What follows belongs to an exercise in optimizing a design on an open flow for small area and a short achievable clock period; a production flow would make more cautious choices.
In this exercise RTL edits were held to simulation tests only and were not proved equivalent to the original.
No activity file was given, so power comes from the tool's default toggle rates.

[config.mk]
export PLATFORM = sky130hd
export DESIGN_NAME = fir_gen
export DESIGN_NICKNAME = fir_gen
export VERILOG_FILES = /design/flow/design.v
export SDC_FILE = /design/flow/constraint.sdc
export NUM_CORES = 4
export LEC_CHECK = 0
export CAP_MARGIN = 20
export CORE_MARGIN = 2
export CORE_UTILIZATION = 40
export SETUP_SLACK_MARGIN = 2.5
export SLEW_MARGIN = 20
export SYNTH_HIERARCHICAL = 1
export SYNTH_MINIMUM_KEEP_SIZE = 0
[constraint.sdc]
create_clock -name core_clock -period 5.5 [get_ports {clk}]
set_input_delay 1.1000 -clock core_clock [delete_from_list [all_inputs] [get_ports {clk}]]
set_output_delay 1.1000 -clock core_clock [all_outputs]
set_load 0.01 [all_outputs]
[design.v]
module fir_gen (input clk, input reset, input Load_x,
    input signed [7:0] x_in, input signed [7:0] c_in, output signed [7:0] y_out);
reg [7:0] x, c0, c1, c2;
reg [15:0] a2s, a2c;
reg [16:0] a1s, a1c;
reg [7:0] a0s, a0c;
reg a0k;
wire p1;
wire p2;
wire p3;
wire p4;
wire p5;
wire p6;
wire p7;
wire p8;
wire p9;
wire p10;
wire p11;
wire p12;
wire p13;
wire p14;
wire p15;
wire p16;
wire p17;
wire p18;
wire p19;
wire p20;
wire p21;
wire p22;
wire p23;
wire p24;
wire p25;
wire p26;
wire p27;
wire p28;
wire p29;
wire p30;
wire p31;
wire p32;
wire p33;
wire p34;
wire p35;
wire p36;
wire p37;
wire p38;
wire p39;
wire p40;
wire p41;
wire p42;
wire p43;
wire p44;
wire p45;
wire p46;
wire p47;
wire p48;
wire p49;
wire p50;
wire p51;
wire p52;
wire p53;
wire p54;
wire p55;
wire p56;
wire p57;
wire p58;
wire p59;
wire p60;
wire p61;
wire p62;
wire p63;
wire p64;
wire s65;
wire c66;
wire s67;
wire c68;
wire s69;
wire c70;
wire s71;
wire c72;
wire s73;
wire c74;
wire s75;
wire c76;
wire s77;
wire c78;
wire s79;
wire c80;
wire s81;
wire c82;
wire s83;
wire c84;
wire s85;
wire c86;
wire s87;
wire c88;
wire s89;
wire c90;
wire s91;
wire c92;
wire s93;
wire c94;
wire s95;
wire c96;
wire s97;
wire c98;
wire s99;
wire c100;
wire s101;
wire c102;
wire s103;
wire c104;
wire s105;
wire c106;
wire s107;
wire c108;
wire s109;
wire c110;
wire s111;
wire c112;
wire s113;
wire c114;
wire s115;
wire c116;
wire s117;
wire c118;
wire s119;
wire c120;
wire s121;
wire c122;
wire s123;
wire c124;
wire s125;
wire c126;
wire s127;
wire c128;
wire s129;
wire c130;
wire s131;
wire c132;
wire s133;
wire c134;
wire s135;
wire c136;
wire s137;
wire c138;
wire s139;
wire c140;
wire s141;
wire c142;
wire s143;
wire c144;
wire s145;
wire c146;
wire s147;
wire c148;
wire p149;
wire p150;
wire p151;
wire p152;
wire p153;
wire p154;
wire p155;
wire p156;
wire p157;
wire p158;
wire p159;
wire p160;
wire p161;
wire p162;
wire p163;
wire p164;
wire p165;
wire p166;
wire p167;
wire p168;
wire p169;
wire p170;
wire p171;
wire p172;
wire p173;
wire p174;
wire p175;
wire p176;
wire p177;
wire p178;
wire p179;
wire p180;
wire p181;
wire p182;
wire p183;
wire p184;
wire p185;
wire p186;
wire p187;
wire p188;
wire p189;
wire p190;
wire p191;
wire p192;
wire p193;
wire p194;
wire p195;
wire p196;
wire p197;
wire p198;
wire p199;
wire p200;
wire p201;
wire p202;
wire p203;
wire p204;
wire p205;
wire p206;
wire p207;
wire p208;
wire p209;
wire p210;
wire p211;
wire p212;
wire s213;
wire c214;
wire s215;
wire c216;
wire s217;
wire c218;
wire s219;
wire c220;
wire s221;
wire c222;
wire s223;
wire c224;
wire s225;
wire c226;
wire s227;
wire c228;
wire s229;
wire c230;
wire s231;
wire c232;
wire s233;
wire c234;
wire s235;
wire c236;
wire s237;
wire c238;
wire s239;
wire c240;
wire s241;
wire c242;
wire s243;
wire c244;
wire s245;
wire c246;
wire s247;
wire c248;
wire s249;
wire c250;
wire s251;
wire c252;
wire s253;
wire c254;
wire s255;
wire c256;
wire s257;
wire c258;
wire s259;
wire c260;
wire s261;
wire c262;
wire s263;
wire c264;
wire s265;
wire c266;
wire s267;
wire c268;
wire s269;
wire c270;
wire s271;
wire c272;
wire s273;
wire c274;
wire s275;
wire c276;
wire s277;
wire c278;
wire s279;
wire c280;
wire s281;
wire c282;
wire s283;
wire c284;
wire s285;
wire c286;
wire s287;
wire c288;
wire s289;
wire c290;
wire s291;
wire c292;
wire s293;
wire c294;
wire s295;
wire c296;
wire s297;
wire c298;
wire s299;
wire c300;
wire s301;
wire c302;
wire s303;
wire c304;
wire s305;
wire c306;
wire s307;
wire c308;
wire s309;
wire c310;
wire s311;
wire c312;
wire s313;
wire c314;
wire s315;
wire c316;
wire s317;
wire c318;
wire s319;
wire c320;
wire s321;
wire c322;
wire s323;
wire c324;
wire s325;
wire c326;
wire s327;
wire c328;
wire s329;
wire c330;
wire s331;
wire c332;
wire s333;
wire c334;
wire s335;
wire c336;
wire s337;
wire c338;
wire s339;
wire c340;
wire s341;
wire c342;
wire s343;
wire c344;
wire s345;
wire c346;
wire s347;
wire c348;
wire s349;
wire c350;
wire s351;
wire c352;
wire p353;
wire p354;
wire p355;
wire p356;
wire p357;
wire p358;
wire p359;
wire p360;
wire p361;
wire p362;
wire p363;
wire p364;
wire p365;
wire p366;
wire p367;
wire p368;
wire p369;
wire p370;
wire p371;
wire p372;
wire p373;
wire p374;
wire p375;
wire p376;
wire p377;
wire p378;
wire p379;
wire p380;
wire p381;
wire p382;
wire p383;
wire p384;
wire p385;
wire p386;
wire p387;
wire p388;
wire p389;
wire p390;
wire p391;
wire p392;
wire p393;
wire p394;
wire p395;
wire p396;
wire p397;
wire p398;
wire p399;
wire p400;
wire p401;
wire p402;
wire p403;
wire p404;
wire p405;
wire p406;
wire p407;
wire p408;
wire p409;
wire p410;
wire p411;
wire p412;
wire p413;
wire p414;
wire p415;
wire p416;
wire s417;
wire c418;
wire s419;
wire c420;
wire s421;
wire s422;
wire c423;
wire s424;
wire c425;
wire s426;
wire c427;
wire s428;
wire c429;
wire s430;
wire c431;
wire s432;
wire c433;
wire s434;
wire c435;
wire s436;
wire c437;
wire s438;
wire c439;
wire s440;
wire c441;
wire s442;
wire c443;
wire s444;
wire c445;
wire s446;
wire c447;
wire s448;
wire c449;
wire s450;
wire c451;
wire s452;
wire c453;
wire s454;
wire c455;
wire s456;
wire c457;
wire s458;
wire c459;
wire s460;
wire c461;
wire s462;
wire c463;
wire s464;
wire c465;
wire s466;
wire c467;
wire s468;
wire c469;
wire s470;
wire c471;
wire s472;
wire c473;
wire s474;
wire c475;
wire s476;
wire c477;
wire s478;
wire c479;
wire s480;
wire c481;
wire s482;
wire c483;
wire s484;
wire c485;
wire s486;
wire c487;
wire s488;
wire c489;
wire s490;
wire c491;
wire s492;
wire c493;
wire s494;
wire c495;
wire s496;
wire c497;
wire s498;
wire c499;
wire s500;
wire c501;
wire s502;
wire c503;
wire s504;
wire c505;
wire s506;
wire c507;
wire s508;
wire c509;
wire s510;
wire c511;
wire s512;
wire c513;
wire s514;
wire c515;
wire s516;
wire c517;
wire s518;
wire c519;
wire s520;
wire c521;
wire s522;
wire c523;
wire s524;
wire c525;
wire s526;
wire c527;
wire s528;
wire c529;
wire s530;
wire c531;
wire s532;
wire c533;
wire s534;
wire c535;
wire s536;
wire c537;
wire s538;
wire c539;
wire s540;
wire c541;
wire s542;
wire c543;
wire s544;
wire c545;
wire s546;
wire c547;
wire s548;
wire c549;
wire s550;
wire c551;
wire s552;
wire c553;
wire s554;
wire c555;
wire s556;
wire c557;
wire s558;
wire c559;
wire s560;
wire c561;
wire s562;
wire c563;
wire s564;
wire c565;
wire s566;
wire c567;
wire s568;
wire c569;
wire s570;
wire c571;
wire s572;
wire c573;
wire g574;
wire g575;
wire g576;
wire g577;
wire g578;
wire g579;
wire g580;
wire g581;
wire g582;
wire x583;
wire x584;
wire x585;
wire x586;
wire x587;
wire x588;
wire x589;
wire x590;
wire x591;
wire g592;
wire o593;
wire g594;
wire o595;
wire g596;
wire o597;
wire g598;
wire o599;
wire g600;
wire o601;
wire g602;
wire o603;
wire g604;
wire o605;
wire g606;
wire o607;
assign p1 = x[0] & c2[0];
assign p2 = x[0] & c2[1];
assign p3 = x[0] & c2[2];
assign p4 = x[0] & c2[3];
assign p5 = x[0] & c2[4];
assign p6 = x[0] & c2[5];
assign p7 = x[0] & c2[6];
assign p8 = ~(x[0] & c2[7]);
assign p9 = x[1] & c2[0];
assign p10 = x[1] & c2[1];
assign p11 = x[1] & c2[2];
assign p12 = x[1] & c2[3];
assign p13 = x[1] & c2[4];
assign p14 = x[1] & c2[5];
assign p15 = x[1] & c2[6];
assign p16 = ~(x[1] & c2[7]);
assign p17 = x[2] & c2[0];
assign p18 = x[2] & c2[1];
assign p19 = x[2] & c2[2];
assign p20 = x[2] & c2[3];
assign p21 = x[2] & c2[4];
assign p22 = x[2] & c2[5];
assign p23 = x[2] & c2[6];
assign p24 = ~(x[2] & c2[7]);
assign p25 = x[3] & c2[0];
assign p26 = x[3] & c2[1];
assign p27 = x[3] & c2[2];
assign p28 = x[3] & c2[3];
assign p29 = x[3] & c2[4];
assign p30 = x[3] & c2[5];
assign p31 = x[3] & c2[6];
assign p32 = ~(x[3] & c2[7]);
assign p33 = x[4] & c2[0];
assign p34 = x[4] & c2[1];
assign p35 = x[4] & c2[2];
assign p36 = x[4] & c2[3];
assign p37 = x[4] & c2[4];
assign p38 = x[4] & c2[5];
assign p39 = x[4] & c2[6];
assign p40 = ~(x[4] & c2[7]);
assign p41 = x[5] & c2[0];
assign p42 = x[5] & c2[1];
assign p43 = x[5] & c2[2];
assign p44 = x[5] & c2[3];
assign p45 = x[5] & c2[4];
assign p46 = x[5] & c2[5];
assign p47 = x[5] & c2[6];
assign p48 = ~(x[5] & c2[7]);
assign p49 = x[6] & c2[0];
assign p50 = x[6] & c2[1];
assign p51 = x[6] & c2[2];
assign p52 = x[6] & c2[3];
assign p53 = x[6] & c2[4];
assign p54 = x[6] & c2[5];
assign p55 = x[6] & c2[6];
assign p56 = ~(x[6] & c2[7]);
assign p57 = ~(x[7] & c2[0]);
assign p58 = ~(x[7] & c2[1]);
assign p59 = ~(x[7] & c2[2]);
assign p60 = ~(x[7] & c2[3]);
assign p61 = ~(x[7] & c2[4]);
assign p62 = ~(x[7] & c2[5]);
assign p63 = ~(x[7] & c2[6]);
assign p64 = x[7] & c2[7];
ha_cell us65 (.a(p7), .b(p14), .s(s65), .co(c66));
fa_cell us67 (.a(p8), .b(p15), .c(p22), .s(s67), .co(c68));
ha_cell us69 (.a(p29), .b(p36), .s(s69), .co(c70));
fa_cell us71 (.a(p16), .b(p23), .c(p30), .s(s71), .co(c72));
ha_cell us73 (.a(p37), .b(p44), .s(s73), .co(c74));
fa_cell us75 (.a(p24), .b(p31), .c(p38), .s(s75), .co(c76));
ha_cell us77 (.a(p5), .b(p12), .s(s77), .co(c78));
fa_cell us79 (.a(p6), .b(p13), .c(p20), .s(s79), .co(c80));
ha_cell us81 (.a(p27), .b(p34), .s(s81), .co(c82));
fa_cell us83 (.a(p21), .b(p28), .c(p35), .s(s83), .co(c84));
fa_cell us85 (.a(p42), .b(p49), .c(s65), .s(s85), .co(c86));
fa_cell us87 (.a(p43), .b(p50), .c(p57), .s(s87), .co(c88));
fa_cell us89 (.a(c66), .b(s67), .c(s69), .s(s89), .co(c90));
fa_cell us91 (.a(p51), .b(p58), .c(c68), .s(s91), .co(c92));
fa_cell us93 (.a(c70), .b(s71), .c(s73), .s(s93), .co(c94));
fa_cell us95 (.a(p45), .b(p52), .c(p59), .s(s95), .co(c96));
fa_cell us97 (.a(c72), .b(c74), .c(s75), .s(s97), .co(c98));
fa_cell us99 (.a(p32), .b(p39), .c(p46), .s(s99), .co(c100));
fa_cell us101 (.a(p53), .b(p60), .c(c76), .s(s101), .co(c102));
fa_cell us103 (.a(p40), .b(p47), .c(p54), .s(s103), .co(c104));
ha_cell us105 (.a(p4), .b(p11), .s(s105), .co(c106));
fa_cell us107 (.a(p19), .b(p26), .c(p33), .s(s107), .co(c108));
fa_cell us109 (.a(p41), .b(c78), .c(s79), .s(s109), .co(c110));
fa_cell us111 (.a(c80), .b(c82), .c(s83), .s(s111), .co(c112));
fa_cell us113 (.a(c84), .b(c86), .c(s87), .s(s113), .co(c114));
fa_cell us115 (.a(c88), .b(c90), .c(s91), .s(s115), .co(c116));
fa_cell us117 (.a(c92), .b(c94), .c(s95), .s(s117), .co(c118));
fa_cell us119 (.a(c96), .b(c98), .c(s99), .s(s119), .co(c120));
fa_cell us121 (.a(p61), .b(c100), .c(c102), .s(s121), .co(c122));
fa_cell us123 (.a(p48), .b(p55), .c(p62), .s(s123), .co(c124));
ha_cell us125 (.a(p3), .b(p10), .s(s125), .co(c126));
fa_cell us127 (.a(p18), .b(p25), .c(s105), .s(s127), .co(c128));
fa_cell us129 (.a(s77), .b(c106), .c(s107), .s(s129), .co(c130));
fa_cell us131 (.a(s81), .b(c108), .c(s109), .s(s131), .co(c132));
fa_cell us133 (.a(s85), .b(c110), .c(s111), .s(s133), .co(c134));
fa_cell us135 (.a(s89), .b(c112), .c(s113), .s(s135), .co(c136));
fa_cell us137 (.a(s93), .b(c114), .c(s115), .s(s137), .co(c138));
fa_cell us139 (.a(s97), .b(c116), .c(s117), .s(s139), .co(c140));
fa_cell us141 (.a(s101), .b(c118), .c(s119), .s(s141), .co(c142));
fa_cell us143 (.a(s103), .b(c120), .c(s121), .s(s143), .co(c144));
fa_cell us145 (.a(c104), .b(c122), .c(s123), .s(s145), .co(c146));
fa_cell us147 (.a(p56), .b(p63), .c(c124), .s(s147), .co(c148));
assign p149 = x[0] & c1[0];
assign p150 = x[0] & c1[1];
assign p151 = x[0] & c1[2];
assign p152 = x[0] & c1[3];
assign p153 = x[0] & c1[4];
assign p154 = x[0] & c1[5];
assign p155 = x[0] & c1[6];
assign p156 = ~(x[0] & c1[7]);
assign p157 = x[1] & c1[0];
assign p158 = x[1] & c1[1];
assign p159 = x[1] & c1[2];
assign p160 = x[1] & c1[3];
assign p161 = x[1] & c1[4];
assign p162 = x[1] & c1[5];
assign p163 = x[1] & c1[6];
assign p164 = ~(x[1] & c1[7]);
assign p165 = x[2] & c1[0];
assign p166 = x[2] & c1[1];
assign p167 = x[2] & c1[2];
assign p168 = x[2] & c1[3];
assign p169 = x[2] & c1[4];
assign p170 = x[2] & c1[5];
assign p171 = x[2] & c1[6];
assign p172 = ~(x[2] & c1[7]);
assign p173 = x[3] & c1[0];
assign p174 = x[3] & c1[1];
assign p175 = x[3] & c1[2];
assign p176 = x[3] & c1[3];
assign p177 = x[3] & c1[4];
assign p178 = x[3] & c1[5];
assign p179 = x[3] & c1[6];
assign p180 = ~(x[3] & c1[7]);
assign p181 = x[4] & c1[0];
assign p182 = x[4] & c1[1];
assign p183 = x[4] & c1[2];
assign p184 = x[4] & c1[3];
assign p185 = x[4] & c1[4];
assign p186 = x[4] & c1[5];
assign p187 = x[4] & c1[6];
assign p188 = ~(x[4] & c1[7]);
assign p189 = x[5] & c1[0];
assign p190 = x[5] & c1[1];
assign p191 = x[5] & c1[2];
assign p192 = x[5] & c1[3];
assign p193 = x[5] & c1[4];
assign p194 = x[5] & c1[5];
assign p195 = x[5] & c1[6];
assign p196 = ~(x[5] & c1[7]);
assign p197 = x[6] & c1[0];
assign p198 = x[6] & c1[1];
assign p199 = x[6] & c1[2];
assign p200 = x[6] & c1[3];
assign p201 = x[6] & c1[4];
assign p202 = x[6] & c1[5];
assign p203 = x[6] & c1[6];
assign p204 = ~(x[6] & c1[7]);
assign p205 = ~(x[7] & c1[0]);
assign p206 = ~(x[7] & c1[1]);
assign p207 = ~(x[7] & c1[2]);
assign p208 = ~(x[7] & c1[3]);
assign p209 = ~(x[7] & c1[4]);
assign p210 = ~(x[7] & c1[5]);
assign p211 = ~(x[7] & c1[6]);
assign p212 = x[7] & c1[7];
ha_cell us213 (.a(p156), .b(p163), .s(s213), .co(c214));
ha_cell us215 (.a(p164), .b(p171), .s(s215), .co(c216));
ha_cell us217 (.a(p153), .b(p160), .s(s217), .co(c218));
fa_cell us219 (.a(p154), .b(p161), .c(p168), .s(s219), .co(c220));
ha_cell us221 (.a(p175), .b(p182), .s(s221), .co(c222));
fa_cell us223 (.a(p155), .b(p162), .c(p169), .s(s223), .co(c224));
fa_cell us225 (.a(p176), .b(p183), .c(p190), .s(s225), .co(c226));
ha_cell us227 (.a(p197), .b(a2s[6]), .s(s227), .co(c228));
fa_cell us229 (.a(p170), .b(p177), .c(p184), .s(s229), .co(c230));
fa_cell us231 (.a(p191), .b(p198), .c(p205), .s(s231), .co(c232));
fa_cell us233 (.a(a2s[7]), .b(a2c[7]), .c(s213), .s(s233), .co(c234));
fa_cell us235 (.a(p178), .b(p185), .c(p192), .s(s235), .co(c236));
fa_cell us237 (.a(p199), .b(p206), .c(a2s[8]), .s(s237), .co(c238));
fa_cell us239 (.a(a2c[8]), .b(c214), .c(s215), .s(s239), .co(c240));
fa_cell us241 (.a(p172), .b(p179), .c(p186), .s(s241), .co(c242));
fa_cell us243 (.a(p193), .b(p200), .c(p207), .s(s243), .co(c244));
fa_cell us245 (.a(a2s[9]), .b(a2c[9]), .c(c216), .s(s245), .co(c246));
fa_cell us247 (.a(p180), .b(p187), .c(p194), .s(s247), .co(c248));
fa_cell us249 (.a(p201), .b(p208), .c(a2s[10]), .s(s249), .co(c250));
fa_cell us251 (.a(p188), .b(p195), .c(p202), .s(s251), .co(c252));
ha_cell us253 (.a(p151), .b(p158), .s(s253), .co(c254));
fa_cell us255 (.a(p152), .b(p159), .c(p166), .s(s255), .co(c256));
ha_cell us257 (.a(p173), .b(a2s[3]), .s(s257), .co(c258));
fa_cell us259 (.a(p167), .b(p174), .c(p181), .s(s259), .co(c260));
fa_cell us261 (.a(a2s[4]), .b(a2c[4]), .c(s217), .s(s261), .co(c262));
fa_cell us263 (.a(p189), .b(a2s[5]), .c(a2c[5]), .s(s263), .co(c264));
fa_cell us265 (.a(c218), .b(s219), .c(s221), .s(s265), .co(c266));
fa_cell us267 (.a(a2c[6]), .b(c220), .c(c222), .s(s267), .co(c268));
fa_cell us269 (.a(s223), .b(s225), .c(s227), .s(s269), .co(c270));
fa_cell us271 (.a(c224), .b(c226), .c(c228), .s(s271), .co(c272));
fa_cell us273 (.a(s229), .b(s231), .c(s233), .s(s273), .co(c274));
fa_cell us275 (.a(c230), .b(c232), .c(c234), .s(s275), .co(c276));
fa_cell us277 (.a(s235), .b(s237), .c(s239), .s(s277), .co(c278));
fa_cell us279 (.a(c236), .b(c238), .c(c240), .s(s279), .co(c280));
fa_cell us281 (.a(s241), .b(s243), .c(s245), .s(s281), .co(c282));
fa_cell us283 (.a(a2c[10]), .b(c242), .c(c244), .s(s283), .co(c284));
fa_cell us285 (.a(c246), .b(s247), .c(s249), .s(s285), .co(c286));
fa_cell us287 (.a(p209), .b(a2s[11]), .c(a2c[11]), .s(s287), .co(c288));
fa_cell us289 (.a(c248), .b(c250), .c(s251), .s(s289), .co(c290));
fa_cell us291 (.a(p196), .b(p203), .c(p210), .s(s291), .co(c292));
fa_cell us293 (.a(a2s[12]), .b(a2c[12]), .c(c252), .s(s293), .co(c294));
fa_cell us295 (.a(p204), .b(p211), .c(a2s[13]), .s(s295), .co(c296));
ha_cell us297 (.a(p150), .b(p157), .s(s297), .co(c298));
fa_cell us299 (.a(p165), .b(a2s[2]), .c(a2c[2]), .s(s299), .co(c300));
fa_cell us301 (.a(a2c[3]), .b(c254), .c(s255), .s(s301), .co(c302));
fa_cell us303 (.a(c256), .b(c258), .c(s259), .s(s303), .co(c304));
fa_cell us305 (.a(c260), .b(c262), .c(s263), .s(s305), .co(c306));
fa_cell us307 (.a(c264), .b(c266), .c(s267), .s(s307), .co(c308));
fa_cell us309 (.a(c268), .b(c270), .c(s271), .s(s309), .co(c310));
fa_cell us311 (.a(c272), .b(c274), .c(s275), .s(s311), .co(c312));
fa_cell us313 (.a(c276), .b(c278), .c(s279), .s(s313), .co(c314));
fa_cell us315 (.a(c280), .b(c282), .c(s283), .s(s315), .co(c316));
fa_cell us317 (.a(c284), .b(c286), .c(s287), .s(s317), .co(c318));
fa_cell us319 (.a(c288), .b(c290), .c(s291), .s(s319), .co(c320));
fa_cell us321 (.a(a2c[13]), .b(c292), .c(c294), .s(s321), .co(c322));
fa_cell us323 (.a(p212), .b(a2s[14]), .c(a2c[14]), .s(s323), .co(c324));
ha_cell us325 (.a(a2s[1]), .b(a2c[1]), .s(s325), .co(c326));
fa_cell us327 (.a(s253), .b(c298), .c(s299), .s(s327), .co(c328));
fa_cell us329 (.a(s257), .b(c300), .c(s301), .s(s329), .co(c330));
fa_cell us331 (.a(s261), .b(c302), .c(s303), .s(s331), .co(c332));
fa_cell us333 (.a(s265), .b(c304), .c(s305), .s(s333), .co(c334));
fa_cell us335 (.a(s269), .b(c306), .c(s307), .s(s335), .co(c336));
fa_cell us337 (.a(s273), .b(c308), .c(s309), .s(s337), .co(c338));
fa_cell us339 (.a(s277), .b(c310), .c(s311), .s(s339), .co(c340));
fa_cell us341 (.a(s281), .b(c312), .c(s313), .s(s341), .co(c342));
fa_cell us343 (.a(s285), .b(c314), .c(s315), .s(s343), .co(c344));
fa_cell us345 (.a(s289), .b(c316), .c(s317), .s(s345), .co(c346));
fa_cell us347 (.a(s293), .b(c318), .c(s319), .s(s347), .co(c348));
fa_cell us349 (.a(s295), .b(c320), .c(s321), .s(s349), .co(c350));
fa_cell us351 (.a(c296), .b(c322), .c(s323), .s(s351), .co(c352));
assign p353 = x[0] & c0[0];
assign p354 = x[0] & c0[1];
assign p355 = x[0] & c0[2];
assign p356 = x[0] & c0[3];
assign p357 = x[0] & c0[4];
assign p358 = x[0] & c0[5];
assign p359 = x[0] & c0[6];
assign p360 = ~(x[0] & c0[7]);
assign p361 = x[1] & c0[0];
assign p362 = x[1] & c0[1];
assign p363 = x[1] & c0[2];
assign p364 = x[1] & c0[3];
assign p365 = x[1] & c0[4];
assign p366 = x[1] & c0[5];
assign p367 = x[1] & c0[6];
assign p368 = ~(x[1] & c0[7]);
assign p369 = x[2] & c0[0];
assign p370 = x[2] & c0[1];
assign p371 = x[2] & c0[2];
assign p372 = x[2] & c0[3];
assign p373 = x[2] & c0[4];
assign p374 = x[2] & c0[5];
assign p375 = x[2] & c0[6];
assign p376 = ~(x[2] & c0[7]);
assign p377 = x[3] & c0[0];
assign p378 = x[3] & c0[1];
assign p379 = x[3] & c0[2];
assign p380 = x[3] & c0[3];
assign p381 = x[3] & c0[4];
assign p382 = x[3] & c0[5];
assign p383 = x[3] & c0[6];
assign p384 = ~(x[3] & c0[7]);
assign p385 = x[4] & c0[0];
assign p386 = x[4] & c0[1];
assign p387 = x[4] & c0[2];
assign p388 = x[4] & c0[3];
assign p389 = x[4] & c0[4];
assign p390 = x[4] & c0[5];
assign p391 = x[4] & c0[6];
assign p392 = ~(x[4] & c0[7]);
assign p393 = x[5] & c0[0];
assign p394 = x[5] & c0[1];
assign p395 = x[5] & c0[2];
assign p396 = x[5] & c0[3];
assign p397 = x[5] & c0[4];
assign p398 = x[5] & c0[5];
assign p399 = x[5] & c0[6];
assign p400 = ~(x[5] & c0[7]);
assign p401 = x[6] & c0[0];
assign p402 = x[6] & c0[1];
assign p403 = x[6] & c0[2];
assign p404 = x[6] & c0[3];
assign p405 = x[6] & c0[4];
assign p406 = x[6] & c0[5];
assign p407 = x[6] & c0[6];
assign p408 = ~(x[6] & c0[7]);
assign p409 = ~(x[7] & c0[0]);
assign p410 = ~(x[7] & c0[1]);
assign p411 = ~(x[7] & c0[2]);
assign p412 = ~(x[7] & c0[3]);
assign p413 = ~(x[7] & c0[4]);
assign p414 = ~(x[7] & c0[5]);
assign p415 = ~(x[7] & c0[6]);
assign p416 = x[7] & c0[7];
ha_cell us417 (.a(p360), .b(p367), .s(s417), .co(c418));
assign s419 = ~(p368 ^ p375);
assign c420 = p368 | p375;
assign s421 = ~p376;
ha_cell us422 (.a(p357), .b(p364), .s(s422), .co(c423));
fa_cell us424 (.a(p358), .b(p365), .c(p372), .s(s424), .co(c425));
ha_cell us426 (.a(p379), .b(p386), .s(s426), .co(c427));
fa_cell us428 (.a(p359), .b(p366), .c(p373), .s(s428), .co(c429));
fa_cell us430 (.a(p380), .b(p387), .c(p394), .s(s430), .co(c431));
ha_cell us432 (.a(p401), .b(a1s[6]), .s(s432), .co(c433));
fa_cell us434 (.a(p374), .b(p381), .c(p388), .s(s434), .co(c435));
fa_cell us436 (.a(p395), .b(p402), .c(p409), .s(s436), .co(c437));
fa_cell us438 (.a(a1s[7]), .b(a1c[7]), .c(s417), .s(s438), .co(c439));
fa_cell us440 (.a(p382), .b(p389), .c(p396), .s(s440), .co(c441));
fa_cell us442 (.a(p403), .b(p410), .c(a1s[8]), .s(s442), .co(c443));
fa_cell us444 (.a(a1c[8]), .b(c418), .c(s419), .s(s444), .co(c445));
fa_cell us446 (.a(p383), .b(p390), .c(p397), .s(s446), .co(c447));
fa_cell us448 (.a(p404), .b(p411), .c(a1s[9]), .s(s448), .co(c449));
fa_cell us450 (.a(a1c[9]), .b(c420), .c(s421), .s(s450), .co(c451));
fa_cell us452 (.a(p384), .b(p391), .c(p398), .s(s452), .co(c453));
fa_cell us454 (.a(p405), .b(p412), .c(a1s[10]), .s(s454), .co(c455));
ha_cell us456 (.a(a1c[10]), .b(p376), .s(s456), .co(c457));
fa_cell us458 (.a(p392), .b(p399), .c(p406), .s(s458), .co(c459));
ha_cell us460 (.a(p413), .b(a1s[11]), .s(s460), .co(c461));
ha_cell us462 (.a(p400), .b(p407), .s(s462), .co(c463));
ha_cell us464 (.a(p355), .b(p362), .s(s464), .co(c465));
fa_cell us466 (.a(p356), .b(p363), .c(p370), .s(s466), .co(c467));
ha_cell us468 (.a(p377), .b(a1s[3]), .s(s468), .co(c469));
fa_cell us470 (.a(p371), .b(p378), .c(p385), .s(s470), .co(c471));
fa_cell us472 (.a(a1s[4]), .b(a1c[4]), .c(s422), .s(s472), .co(c473));
fa_cell us474 (.a(p393), .b(a1s[5]), .c(a1c[5]), .s(s474), .co(c475));
fa_cell us476 (.a(c423), .b(s424), .c(s426), .s(s476), .co(c477));
fa_cell us478 (.a(a1c[6]), .b(c425), .c(c427), .s(s478), .co(c479));
fa_cell us480 (.a(s428), .b(s430), .c(s432), .s(s480), .co(c481));
fa_cell us482 (.a(c429), .b(c431), .c(c433), .s(s482), .co(c483));
fa_cell us484 (.a(s434), .b(s436), .c(s438), .s(s484), .co(c485));
fa_cell us486 (.a(c435), .b(c437), .c(c439), .s(s486), .co(c487));
fa_cell us488 (.a(s440), .b(s442), .c(s444), .s(s488), .co(c489));
fa_cell us490 (.a(c441), .b(c443), .c(c445), .s(s490), .co(c491));
fa_cell us492 (.a(s446), .b(s448), .c(s450), .s(s492), .co(c493));
fa_cell us494 (.a(c447), .b(c449), .c(c451), .s(s494), .co(c495));
fa_cell us496 (.a(s452), .b(s454), .c(s456), .s(s496), .co(c497));
fa_cell us498 (.a(a1c[11]), .b(c453), .c(c455), .s(s498), .co(c499));
fa_cell us500 (.a(c457), .b(s458), .c(s460), .s(s500), .co(c501));
fa_cell us502 (.a(p414), .b(a1s[12]), .c(a1c[12]), .s(s502), .co(c503));
fa_cell us504 (.a(c459), .b(c461), .c(s462), .s(s504), .co(c505));
fa_cell us506 (.a(p408), .b(p415), .c(a1s[13]), .s(s506), .co(c507));
ha_cell us508 (.a(a1c[13]), .b(c463), .s(s508), .co(c509));
ha_cell us510 (.a(p416), .b(a1s[14]), .s(s510), .co(c511));
ha_cell us512 (.a(p354), .b(p361), .s(s512), .co(c513));
fa_cell us514 (.a(p369), .b(a1s[2]), .c(a1c[2]), .s(s514), .co(c515));
fa_cell us516 (.a(a1c[3]), .b(c465), .c(s466), .s(s516), .co(c517));
fa_cell us518 (.a(c467), .b(c469), .c(s470), .s(s518), .co(c519));
fa_cell us520 (.a(c471), .b(c473), .c(s474), .s(s520), .co(c521));
fa_cell us522 (.a(c475), .b(c477), .c(s478), .s(s522), .co(c523));
fa_cell us524 (.a(c479), .b(c481), .c(s482), .s(s524), .co(c525));
fa_cell us526 (.a(c483), .b(c485), .c(s486), .s(s526), .co(c527));
fa_cell us528 (.a(c487), .b(c489), .c(s490), .s(s528), .co(c529));
fa_cell us530 (.a(c491), .b(c493), .c(s494), .s(s530), .co(c531));
fa_cell us532 (.a(c495), .b(c497), .c(s498), .s(s532), .co(c533));
fa_cell us534 (.a(c499), .b(c501), .c(s502), .s(s534), .co(c535));
fa_cell us536 (.a(c503), .b(c505), .c(s506), .s(s536), .co(c537));
fa_cell us538 (.a(a1c[14]), .b(c507), .c(c509), .s(s538), .co(c539));
assign s540 = ~(a1s[15] ^ a1c[15]);
assign c541 = a1s[15] | a1c[15];
ha_cell us542 (.a(p353), .b(a1s[0]), .s(s542), .co(c543));
fa_cell us544 (.a(a1s[1]), .b(a1c[1]), .c(s512), .s(s544), .co(c545));
fa_cell us546 (.a(s464), .b(c513), .c(s514), .s(s546), .co(c547));
fa_cell us548 (.a(s468), .b(c515), .c(s516), .s(s548), .co(c549));
fa_cell us550 (.a(s472), .b(c517), .c(s518), .s(s550), .co(c551));
fa_cell us552 (.a(s476), .b(c519), .c(s520), .s(s552), .co(c553));
fa_cell us554 (.a(s480), .b(c521), .c(s522), .s(s554), .co(c555));
fa_cell us556 (.a(s484), .b(c523), .c(s524), .s(s556), .co(c557));
fa_cell us558 (.a(s488), .b(c525), .c(s526), .s(s558), .co(c559));
fa_cell us560 (.a(s492), .b(c527), .c(s528), .s(s560), .co(c561));
fa_cell us562 (.a(s496), .b(c529), .c(s530), .s(s562), .co(c563));
fa_cell us564 (.a(s500), .b(c531), .c(s532), .s(s564), .co(c565));
fa_cell us566 (.a(s504), .b(c533), .c(s534), .s(s566), .co(c567));
fa_cell us568 (.a(s508), .b(c535), .c(s536), .s(s568), .co(c569));
fa_cell us570 (.a(s510), .b(c537), .c(s538), .s(s570), .co(c571));
fa_cell us572 (.a(c511), .b(c539), .c(s540), .s(s572), .co(c573));
assign g574 = a1c[0] & s542;
assign g575 = c543 & s544;
assign g576 = c545 & s546;
assign g577 = c547 & s548;
assign g578 = c549 & s550;
assign g579 = c551 & s552;
assign g580 = c553 & s554;
assign g581 = c555 & s556;
assign g582 = c557 & s558;
assign x583 = a1c[0] ^ s542;
assign x584 = c543 ^ s544;
assign x585 = c545 ^ s546;
assign x586 = c547 ^ s548;
assign x587 = c549 ^ s550;
assign x588 = c551 ^ s552;
assign x589 = c553 ^ s554;
assign x590 = c555 ^ s556;
assign x591 = c557 ^ s558;
assign g592 = x584 & g574;
assign o593 = g575 | g592;
assign g594 = x585 & o593;
assign o595 = g576 | g594;
assign g596 = x586 & o595;
assign o597 = g577 | g596;
assign g598 = x587 & o597;
assign o599 = g578 | g598;
assign g600 = x588 & o599;
assign o601 = g579 | g600;
assign g602 = x589 & o601;
assign o603 = g580 | g602;
assign g604 = x590 & o603;
assign o605 = g581 | g604;
assign g606 = x591 & o605;
assign o607 = g582 | g606;
always @(posedge clk or posedge reset)
  if (reset) begin
    x <= 8'd0; c0 <= 8'd0; c1 <= 8'd0; c2 <= 8'd0;
    a2s <= 16'd32512; a2c <= 16'd0; a1s <= 17'd65024; a1c <= 17'd0; a0s <= 8'd0; a0c <= 8'd0; a0k <= 1'b0;
  end else begin
    if (Load_x) x <= x_in;
    else begin c2 <= c_in; c1 <= c2; c0 <= c1; end
    a2s <= {1'b0,p64,c146,c144,c142,c140,c138,c136,c134,c132,c130,c128,c126,p17,p2,p1}; a2c <= {1'b0,c148,s147,s145,s143,s141,s139,s137,s135,s133,s131,s129,s127,s125,p9,1'b0};
    a1s <= {1'b0,c324,c350,c348,c346,c344,c342,c340,c338,c336,c334,c332,c330,c328,c326,s297,p149}; a1c <= {1'b0,c352,s351,s349,s347,s345,s343,s341,s339,s337,s335,s333,s331,s329,s327,s325,a2s[0]};
    a0s <= {c541,c571,c569,c567,c565,c563,c561,c559}; a0c <= {c573,s572,s570,s568,s566,s564,s562,s560}; a0k <= o607;
  end
assign y_out = a0s + a0c + {7'd0, a0k};
endmodule
module fa_cell (input a, input b, input c, output s, output co);
assign {co, s} = a + b + c;
endmodule
module ha_cell (input a, input b, output s, output co);
assign {co, s} = a + b;
endmodule
[run.sh]
#!/bin/bash
# synth_recipe.tcl (not shown) runs the flow's synth.tcl, then flattens the netlist and writes it again
# the make line also repeats each setting of config.mk as NAME=value (left out here)
make -C /OpenROAD-flow-scripts/flow DESIGN_CONFIG=/design/flow/config.mk WORK_HOME=/design/flow/orfs CLKGATE_MAP_FILE= SYNTH_SCRIPT=/design/flow/synth_recipe.tcl finish
==> flow_metrics.env, run 1 <==
export IMPL_clockBufferDepth=2
export IMPL_port_buffers=26
export IMPL_power_internal_mw=3.46
export IMPL_die_w_um=149
export IMPL_drc=0
export IMPL_cts_tree="done"
export IMPL_syn_num_nets=838
export IMPL_clock_sinks=110
export IMPL_fin_util_pct=47.4
export IMPL_first_iter_violations=186
export IMPL_grtUsageMet3_pct=3.03
export IMPL_ant_nets=0
export IMPL_cts_root_buf="clkbuf_16"
export IMPL_hold_path_class="register to register"
export IMPL_reg2reg_depth=11
export IMPL_grt_use_met1_pct=23.8
export IMPL_grt_busiest_layer="met2"
export IMPL_grt_pass1_wl_um=30400
export IMPL_synth_distinct_cells=30
export IMPL_path_max_fanout=6
export IMPL_synth_most_common_cell="fa_1"
export IMPL_wl_um=18000
export IMPL_grt_pass1_vias=5748
export IMPL_finalWorstSetupSlack_ns=2.11
export IMPL_setup_viol=0
export IMPL_seq_area_frac_synth_pct=32.9
export IMPL_p_comb_share_pct=64.3
export IMPL_period_needed_ns=3.39
export IMPL_placed_cell_area_um2=8950
export IMPL_worstHoldStart="a2s[0]"
export IMPL_syn2layout_area_growth_pct=17.4
export IMPL_die_h_um=149
export IMPL_fin_tns_setup_ns=0
export IMPL_synthArstFlopShare_pct=100
export IMPL_finalCritPeriodShare_pct=61.7
export IMPL_dp_slack_ns=1.62
export IMPL_vias=4785
export IMPL_switchingPower_mw=2.35
export IMPL_yosysTopAreaCell="fa_1"
export IMPL_synth_area_top_cells="fa_1, dfrtp_1, and2_1"
export IMPL_worstPathRequired_ns=5.76
export IMPL_insertion_delay_ns=0.36
export IMPL_path_cells="buf_4 > buf_6 > and2_1 > ha_1 > inv_1 > fa_2 > fa_2 > fa_1 > ha_1 > o21a_1 > a21o_1"
export IMPL_cp_buffers_inverters=3
export IMPL_r2r_end="a0k"
export IMPL_hold_viol=0
export IMPL_n_fill_cell=1816
export IMPL_rsz0062_at_grt="yes"
export IMPL_status="timing/DRC/antenna clean"
export IMPL_synth_cells=613
export IMPL_antenna_cells=0
export IMPL_syn_cell_area_um2=8410
export IMPL_finalInstanceArea_um2=9880
export IMPL_final_cells=952
export IMPL_power_density_nw_per_um2=588
export IMPL_place_hpwl_um=11600
export IMPL_die_area_um2=22200
export IMPL_core_um2=20800
export IMPL_ioPinCount=27
export IMPL_whs_path_depth=0
export IMPL_clkPwrFrac_pct=11.4
export IMPL_grt_max_degree=65
export IMPL_synth_top_area_share_pct=38.3
export IMPL_cp_end_kind="register"
export IMPL_p_total_mw=5.80
export IMPL_grt_overflow_total=0
export IMPL_reg2reg_slack_ns=2.11
export IMPL_htreeDepth=3
export IMPL_drive_gt1_share_pct=30.0
export IMPL_via_per_inst=5.03
export IMPL_grt_use_met2_pct=30.6
export IMPL_power_leakage_nw=4.23
export IMPL_antenna_found_initial=0
export IMPL_maxSlewHeadroom_pct=40.1
export IMPL_slowest_delay_ns=0.57
export IMPL_grtUsageTotal_pct=18.0
export IMPL_vdd_drop_max_uv=214
export IMPL_routabilityCongestion=0.807
export IMPL_clock_skew_ns=0.0118
export IMPL_cts_buffers=9
export IMPL_drtPass1Iterations=4
export IMPL_fin_hold_ws_ns=0.366
export IMPL_worst_ep_arrival_time_ns=3.66
export IMPL_synth_edf_count=0
export IMPL_maxCapViolCount=0
export IMPL_synth_warnings=7
export IMPL_wl_per_cell_um=18.9
export IMPL_clk_pin_slew_worst_paths_ns=0.08
export IMPL_rows=53
export IMPL_nets=897
export IMPL_worst_setup_path_start_kind="register"
export IMPL_r2r_start="x[1]"
export IMPL_critPathSlowestCell="fa_1"
export IMPL_start_util_pct=40.4
export IMPL_drv_slew=0
export IMPL_tightest_slew_ns=0.899
export IMPL_synth_common_cells="fa_1, and2_1, dfrtp_1"
export IMPL_synth_ff_type="dfrtp_1"
export IMPL_switching_share_pct=40.4
export IMPL_dp_cells=893
export IMPL_pwr_share_seq_pct=24.3
export IMPL_hold_end="a1c[0]"
export IMPL_syn_avg_cell_area_um2=13.7
export IMPL_max_freq_mhz=295
export IMPL_worstSetupPathType="register to register"
export IMPL_ys_ff_latch=110
export IMPL_crit_family="adder cells"
==> worst max-delay path by stage <==
stage / startpoint / end / slack [ns] / cells after the start
finish: x[1] / a0k / 2.11 / 11
global route: x[1] / a0k / 2.00 / 11
CTS: x[1] / a0k / 2.10 / 9
detailed placement: x[4] / a0k / 1.62 / 9
global placement: x[4] / a0k / 1.79 / 9
floorplan: x[2] / a0k / 2.18 / 10
==> registers in the layout (all words and copies together), names as in the netlist <==
name,count
a0c,8
a0k,1
a0s,8
a1c,16
a1s,16
a2c,14
a2s,15
c0,8
c1,8
c2,8
x,8
==> layout make-up <==
type	count	area [um2]	area share (%)
multi-input combinational	466	5730	58.0
sequential	110	2810	28.4
timing repair buffer	71	638	6.46
tap	275	344	3.48
clock buffer	10	239	2.42
clock inverter	6	62.6	0.633
inverter	14	56.3	0.570
==> routing by layer <==
layer,vias up,share of wire [%]
li1,2054,-
met1,2619,43
met2,87,51
met3,25,3.9
met4,0,2.0
met5,-,0
==> modules after synthesis, one instance, submodules excluded <==
module | cells | times used | area [um2]
ha_cell | 1 | 29 | 12.5
fa_cell | 1 | 159 | 20.0
fir_gen | 425 | 1 | 4860
==> power groups by stage <==
stage / Combinational, mW / Sequential (mW) / Clock, mW
2_1_floorplan: 2.47 / 1.34 / 0
3_3_place_gp: 3.28 / 1.46 / 0
3_5_place_dp: 3.41 / 1.46 / 0
4_1_cts: 3.64 / 1.42 / 0.686
5_1_grt: 4.38 / 1.45 / 0.719
6_report: 3.73 / 1.41 / 0.662
==> layout by cell type (no fill, tap or decap), drive strengths merged, types with 3 or more instances in the layout <==
cell	instances
a211oi	3
ha	45
o21ai	3
a21o	3
clkdlybuf4s50	18
inv	17
fa	161
nand2	44
xnor2	3
o21a	3
mux2	32
dfrtp	96
buf	53
clkbuf	10
and2	150
a21oi	3
dfstp	14
nor3	3
==> logic make-up (layout without fill, tap and decap cells) <==
| logic type | after synthesis | count (layout) | share of synthesized area (%) |
|---|---|---|---|
| AOI/OAI and AO/OA | 21 | 21 | 1.80 |
| adders and majority gates | 206 | 206 | 45.0 |
| buffers and inverters | 37 | 101 | 1.70 |
| xor gates and xnor gates | 5 | 5 | 0.521 |
| and+or+nand+nor | 201 | 201 | 13.6 |
| DFF | 110 | 110 | 32.9 |
| muxes | 33 | 33 | 4.40 |
==> timing repair <==
action	4_1_cts	5_1_grt
pin swaps	28	34
hold buffers	0	0
buffers inserted	35	8
gates resized for setup	97	41
endpoints found under the setup margin	43	27
==> inputs of run 2 (changes only) <==
--- a/config.mk
+++ b/config.mk
@@ -8,7 +8,7 @@
 export CAP_MARGIN = 20
 export CORE_MARGIN = 2
 export CORE_UTILIZATION = 40
-export SETUP_SLACK_MARGIN = 2.5
+export SETUP_SLACK_MARGIN = 1.5
 export SLEW_MARGIN = 20
 export SYNTH_HIERARCHICAL = 1
 export SYNTH_MINIMUM_KEEP_SIZE = 0
==> flow_metrics.env, run 2 <==
export IMPL_nets=855
export IMPL_clock_sinks=110
export IMPL_cts_buffers=9
export IMPL_drive_gt1_share_pct=11.7
export IMPL_wl_um=16600
export IMPL_routabilityCongestion=0.796
export IMPL_clockBufferDepth=2
export IMPL_worstPathRequired_ns=4.40
export IMPL_cts_hold_buf=0
export IMPL_switching_share_pct=40.3
export IMPL_layout_commonest_cell="fa_1"
export IMPL_vdd_drop_max_uv=247
export IMPL_rows=53
export IMPL_maxSlewHeadroom_pct=37.5
export IMPL_synth_distinct_cells=30
export IMPL_syn2layout_area_growth_pct=9.95
export IMPL_hold_viol=0
export IMPL_drc=0
export IMPL_hold_path_class="register to register"
export IMPL_ioPinCount=27
export IMPL_clock_skew_ns=0.00909
export IMPL_synth_ff_type="dfrtp_1"
export IMPL_grt_pass1_wl_um=28300
export IMPL_wl_per_cell_um=18.2
export IMPL_syn_avg_cell_area_um2=13.7
export IMPL_fin_tns_setup_ns=0
export IMPL_power_leakage_nw=4.04
export IMPL_cts_tree="done"
export IMPL_insertion_delay_ns=0.35
export IMPL_rsz0062_at_grt="no"
export IMPL_cp_end_kind="primary output"
export IMPL_die_area_um2=22200
export IMPL_via_per_inst=4.98
export IMPL_power_internal_mw=3.21
export IMPL_syn_num_nets=838
export IMPL_top_regs="a1c x16, a1s x16, a2s x15"
export IMPL_p_comb_share_pct=61.4
export IMPL_grt_pass1_vias=5379
export IMPL_synth_cells=613
export IMPL_tightest_slew_ns=0.938
export IMPL_period_needed_ns=3.77
export IMPL_fin_hold_ws_ns=0.361
export IMPL_max_freq_mhz=265
export IMPL_drv_slew=0
export IMPL_grt_overflow_total=0
export IMPL_worstHoldStart="a2s[0]"
export IMPL_r2r_start="x[6]"
export IMPL_place_hpwl_um=11800
export IMPL_start_util_pct=40.4
export IMPL_port_buffers=26
export IMPL_die_w_um=149
export IMPL_ys_ff_latch=110
export IMPL_synth_common_cells="fa_1, and2_1, dfrtp_1"
export IMPL_drtPass1Iterations=4
export IMPL_grtUsageTotal_pct=16.5
export IMPL_n_fill_cell=1906
export IMPL_power_density_nw_per_um2=581
export IMPL_htreeDepth=3
export IMPL_die_h_um=149
export IMPL_synth_area_top_cells="fa_1, dfrtp_1, and2_1"
export IMPL_worst_setup_path_start_kind="register"
export IMPL_worstSetupPathType="register to primary output"
export IMPL_startpoint="a0k"
export IMPL_yosysTopAreaCell="fa_1"
export IMPL_grt_max_degree=75
export IMPL_first_iter_violations=145
export IMPL_antenna_cells=0
export IMPL_core_um2=20800
export IMPL_synthArstFlopShare_pct=100
export IMPL_switchingPower_mw=2.16
export IMPL_ant_nets=0
export IMPL_final_cell_mix="fa_1, and2_1, dfrtp_1"
export IMPL_synth_edf_count=0
export IMPL_syn_cell_area_um2=8410
export IMPL_reg2reg_slack_ns=1.82
export IMPL_vias=4533
export IMPL_pwr_share_seq_pct=26.6
export IMPL_seq_area_frac_synth_pct=32.9
export IMPL_clk_pin_slew_worst_paths_ns=0.08
export IMPL_synth_warnings=7
export IMPL_clkPwrFrac_pct=12.0
export IMPL_synth_most_common_cell="fa_1"
export IMPL_finalCritPeriodShare_pct=68.6
export IMPL_synth_top_area_share_pct=38.3
export IMPL_maxCapViolCount=0
export IMPL_path_max_fanout=3
export IMPL_status="timing/DRC/antenna clean"
export IMPL_antenna_found_initial=0
export IMPL_worst_ep_arrival_time_ns=2.67
export IMPL_cts_root_buf="clkbuf_16"
export IMPL_setup_viol=0
==> run 2: logic make-up (layout without fill, tap and decap cells) <==
family,count (synthesis),in the layout,synth area share (%)
buffers and inverters,37,59,1.70
AND/OR/NAND/NOR,201,201,13.6
adder cells (fa/ha/maj),206,206,45.0
XOR/XNOR,5,5,0.521
multiplexers,33,33,4.40
flip-flops,110,110,32.9
AO/OA/AOI/OAI,21,21,1.80
==> run 2: what timing repair did <==
item                                    4_1_cts  5_1_grt
endpoints found under the setup margin        0        2
gates resized for setup                       0        6
setup buffers                                 0        0
==> run 2: final timing paths <==
| check | to | cells past startpoint |
|---|---|---|
| worst max-delay path | y_out[6] | 9 |
| worst min-delay path | a1c[0] | 0 |
| worst max register to register | a0k | 8 |
| worst min register to register | a1c[0] | 0 |
| max in group asynchronous | a2s[8] | 3 |
| min in group asynchronous | a0s[0] | 2 |
==> run 2: critical path: stages, from the launching register on <==
cell,delay (ns)
dfrtp_1,0.39
inv_1,0.07
fa_1,0.19
inv_1,0.06
fa_1,0.43
a211oi_2,0.21
o21bai_1,0.11
a21oi_1,0.18
xnor2_1,0.13
clkdlybuf4s50_1,0.55
==> run 2: cell type report <==
type | instances | area [um2] | share of cell area (%)
Multi-Input combinational cell | 466 | 5500 | 59.5
Timing Repair Buffer | 29 | 278 | 3.00
Tap cell | 275 | 344 | 3.72
Inverter | 14 | 55.1 | 0.595
Clock buffer | 10 | 239 | 2.58
Sequential cell | 110 | 2780 | 30.0
Clock inverter | 6 | 52.6 | 0.568
==> run 2: per-module statistics from Yosys (local to each module, per instance) <==
module,copies in the design,flip-flops and latches,cells inside
fa_cell,159,0,1
fir_gen,1,110,425
ha_cell,29,0,1
==> run 2: through the flow <==
step / util [%] / std cells / area [um2] / total power [mW] / worst slack, ns
after floorplan: - / 613 / 8410 / 3.79 / 1.52
after global placement: 43.0 / 894 / 8940 / 4.72 / 1.71
after detailed placement: 43.0 / 894 / 8940 / 4.83 / 1.54
after CTS: 44.4 / 910 / 9240 / 5.49 / 1.54
after global routing: 44.4 / 910 / 9250 / 6.05 / 1.54
final: 44.4 / 910 / 9250 / 5.38 / 1.73
==> run 2: per-layer routing <==
layer	up-vias	GRT usage (%)	wire [um]
met5	-	0	0
met4	0	3.62	172
met3	13	2.75	446
met2	70	27.8	8490
met1	2481	22.9	7450
li1	1969	-	-
==> run 2: power groups by stage <==
stage | logic (mW) | registers (mW) | clock network (mW)
floorplan | 2.46 | 1.33 | 0
global placement | 3.27 | 1.45 | 0
detailed placement | 3.37 | 1.45 | 0
CTS | 3.39 | 1.44 | 0.665
global route | 3.88 | 1.47 | 0.701
finish | 3.30 | 1.43 | 0.646
==> inputs of run 3 (changes only) <==
--- a/config.mk
+++ b/config.mk
@@ -8,7 +8,6 @@
 export CAP_MARGIN = 20
 export CORE_MARGIN = 2
 export CORE_UTILIZATION = 40
-export SETUP_SLACK_MARGIN = 1.5
 export SLEW_MARGIN = 20
 export SYNTH_HIERARCHICAL = 1
 export SYNTH_MINIMUM_KEEP_SIZE = 0
==> flow_metrics.env, run 3 <==
export IMPL_cts_tree="done"
export IMPL_vdd_drop_max_uv=248
export IMPL_hold_viol=0
export IMPL_period_needed_ns=3.94
export IMPL_p_total_mw=5.37
export IMPL_status="timing/DRC/antenna clean"
export IMPL_worst_ep_arrival_time_ns=4.19
export IMPL_ioPinCount=27
export IMPL_power_density_nw_per_um2=581
export IMPL_grt_max_degree=75
export IMPL_fin_tns_setup_ns=0
export IMPL_cp_end_kind="register"
export IMPL_cts_hold_buf=0
export IMPL_cts_resized=0
export IMPL_die_w_um=149
export IMPL_synth_top_area_share_pct=38.3
export IMPL_synth_xor_area_share_pct=0.521
export IMPL_finalCritPeriodShare_pct=71.6
export IMPL_grt_pass1_wl_um=28300
export IMPL_synthMuxAreaShare_pct=4.40
export IMPL_worst_setup_path_start_kind="register"
export IMPL_ant_nets=0
export IMPL_antenna_found_initial=0
export IMPL_drv_slew=0
export IMPL_final_cell_mix="fa_1, and2_1, dfrtp_1"
export IMPL_synth_most_common_cell="fa_1"
export IMPL_vias=4548
export IMPL_cts_root_buf="clkbuf_16"
export IMPL_layout_commonest_cell="fa_1"
export IMPL_htreeDepth=3
export IMPL_postCtsSetupBuffers=0
export IMPL_antenna_cells=0
export IMPL_synth_area_top_cells="fa_1, dfrtp_1, and2_1"
export IMPL_die_area_um2=22200
export IMPL_synth_common_cells="fa_1, and2_1, dfrtp_1"
export IMPL_worstSetupPathType="register to register"
export IMPL_syn_cell_area_um2=8410
export IMPL_synth_ff_type="dfrtp_1"
export IMPL_drc=0
export IMPL_synth_warnings=7
export IMPL_ys_ff_latch=110
export IMPL_drive_gt1_share_pct=10.7
export IMPL_placed_cell_area_um2=8940
export IMPL_clock_sinks=110
export IMPL_syn2layout_area_growth_pct=9.82
export IMPL_first_iter_violations=155
export IMPL_yosys_area_share_simple_pct=13.6
export IMPL_die_h_um=149
export IMPL_rsz0062_at_grt="no"
export IMPL_grt_pass1_vias=5379
export IMPL_power_leakage_nw=4.05
export IMPL_clock_skew_ns=0.00991
export IMPL_synth_cells=613
export IMPL_clockBufferDepth=2
export IMPL_place_hpwl_um=11800
export IMPL_syn_num_nets=838
export IMPL_synth_top_family_by_area="adder cells"
export IMPL_synth_adder_area_share_pct=45.0
export IMPL_yosysTopAreaCell="fa_1"
export IMPL_cts_buffers=9
export IMPL_grtUsageTotal_pct=16.5
export IMPL_insertion_delay_ns=0.35
export IMPL_synthArstFlopShare_pct=100
export IMPL_top_regs="a1c x16, a1s x16, a2s x15"
export IMPL_hold_path_class="register to register"
export IMPL_nets=855
export IMPL_finalInstanceArea_um2=9240
export IMPL_syn_avg_cell_area_um2=13.7
export IMPL_clk_pin_slew_worst_paths_ns=0.08
export IMPL_dp_slack_ns=1.54
export IMPL_finalWorstSetupSlack_ns=1.56
export IMPL_synth_compound_area_share_pct=1.80
export IMPL_n_fill_cell=1910
export IMPL_core_um2=20800
export IMPL_max_freq_mhz=254
export IMPL_seq_area_frac_synth_pct=32.9
export IMPL_setup_viol=0
export IMPL_grt_overflow_total=0
export IMPL_maxCapViolCount=0
export IMPL_path_max_fanout=25
export IMPL_drtPass1Iterations=4
export IMPL_synth_edf_count=0
export IMPL_wl_um=16600
export IMPL_routabilityCongestion=0.796
export IMPL_synth_distinct_cells=30
export IMPL_maxSlewHeadroom_pct=35.8
export IMPL_worstPathRequired_ns=5.75
export IMPL_tightest_slew_ns=0.963
export IMPL_wl_per_cell_um=18.3
export IMPL_start_util_pct=40.4
export IMPL_rows=53
export IMPL_port_buffers=26
export IMPL_via_per_inst=5.00
run 3: cell types whose count changed in the layout (fill, tap and decap cells not counted):
cell	change
a211oi_1	+1
a211oi_2	-1
dfrtp_1	+5
dfrtp_2	-5
run 3: per-module statistics from Yosys, one instance, submodules excluded:
| module | times used | flip-flops and latches | area (um2) |
|---|---|---|---|
| fir_gen | 1 | 110 | 4860 |
| ha_cell | 29 | 0 | 12.5 |
| fa_cell | 159 | 0 | 20.0 |
run 3: cell type report:
class,instances,area [um2],share of cell area (%)
multi-input combinational,466,5500,59.5
sequential,110,2770,30.0
tap,275,344,3.73
timing repair buffer,29,278,3.01
clock buffer,10,239,2.59
inverter,14,55.1,0.596
clock inverter,6,52.6,0.569
run 3: cell families (layout without fill, tap and decap cells):
family | count (synthesis) | count (layout)
muxes | 33 | 33
adders and majority gates | 206 | 206
buffers and inverters | 37 | 59
DFF | 110 | 110
and+or+nand+nor | 201 | 201
xor gates and xnor gates | 5 | 5
AOI/OAI and AO/OA | 21 | 21
run 3: worst max-delay path, stage by stage, from the launching register on:
cell and delay (ns):
dfrtp_1 0.92, and2_1 0.25, fa_1 0.44, fa_1 0.44, fa_1 0.55, fa_1 0.42, ha_1 0.31, a211oi_1 0.19
o21ai_0 0.12, a21o_1 0.20
run 3: power breakdown:
| group | internal (mW) | switching [mW] | total [mW] |
|---|---|---|---|
| sequential | 1.19 | 0.239 | 1.43 |
| combinational | 1.69 | 1.60 | 3.29 |
| clock | 0.329 | 0.319 | 0.648 |
| total | 3.21 | 2.16 | 5.37 |
run 3: per-layer routing:
metal | share of wire [%] | global-route usage (%) | routed length (um)
met2 | 51 | 27.8 | 8530
met3 | 3.1 | 2.75 | 517
met5 | 0 | 0 | 0
met4 | 1.0 | 3.62 | 172
met1 | 45 | 22.9 | 7410
run 3: final timing paths:
path	depth (start not counted)	endpoint	startpoint	slack, ns
worst max-delay path	9	a0k	x[2]	1.56
min in group asynchronous	2	a0s[0]	reset	1.30
worst max register to register	9	a0k	x[2]	1.56
worst min register to register	0	a1c[0]	a2s[0]	0.36
worst min-delay path	0	a1c[0]	a2s[0]	0.36
max in group asynchronous	3	a2s[8]	reset	3.15
run 3: through the flow:
stage	hold WS [ns]	utilization, %	cells
3_3_place_gp	0.341	43.0	894
3_5_place_dp	0.346	43.0	894
2_1_floorplan	0.331	-	613
5_1_grt	0.373	44.4	910
4_1_cts	0.364	44.4	910
6_report	0.361	44.4	910

[afterwards: timing with drivers on the ports]
The results above use ideal ports. As a check the final layouts listed here were re-extracted and re-timed, cells and wires unchanged. Step 1 sets driving cells, clkbuf_16 on the clock port and buf_2 on the other inputs (assumed; they add their load-dependent delay and slew). Step 2, shift: input delay + t, output delay - t, t = (earliest + latest rising clock arrival at the registers) / 2. This alone moves slack from input paths to output paths. Slacks: ideal ports / drivers / drivers and shift; pairs: ideal ports / drivers.
run	t (ns)	slack for setup (ns)	pins driven straight from the clock port
run 1	0.397	2.108 / 2.108 / 2.108	1
run 2	0.389	1.728 / 1.686 / 1.824	1
run 3	0.392	1.563 / 1.563 / 1.563	1
After both steps every run listed still meets setup and hold.
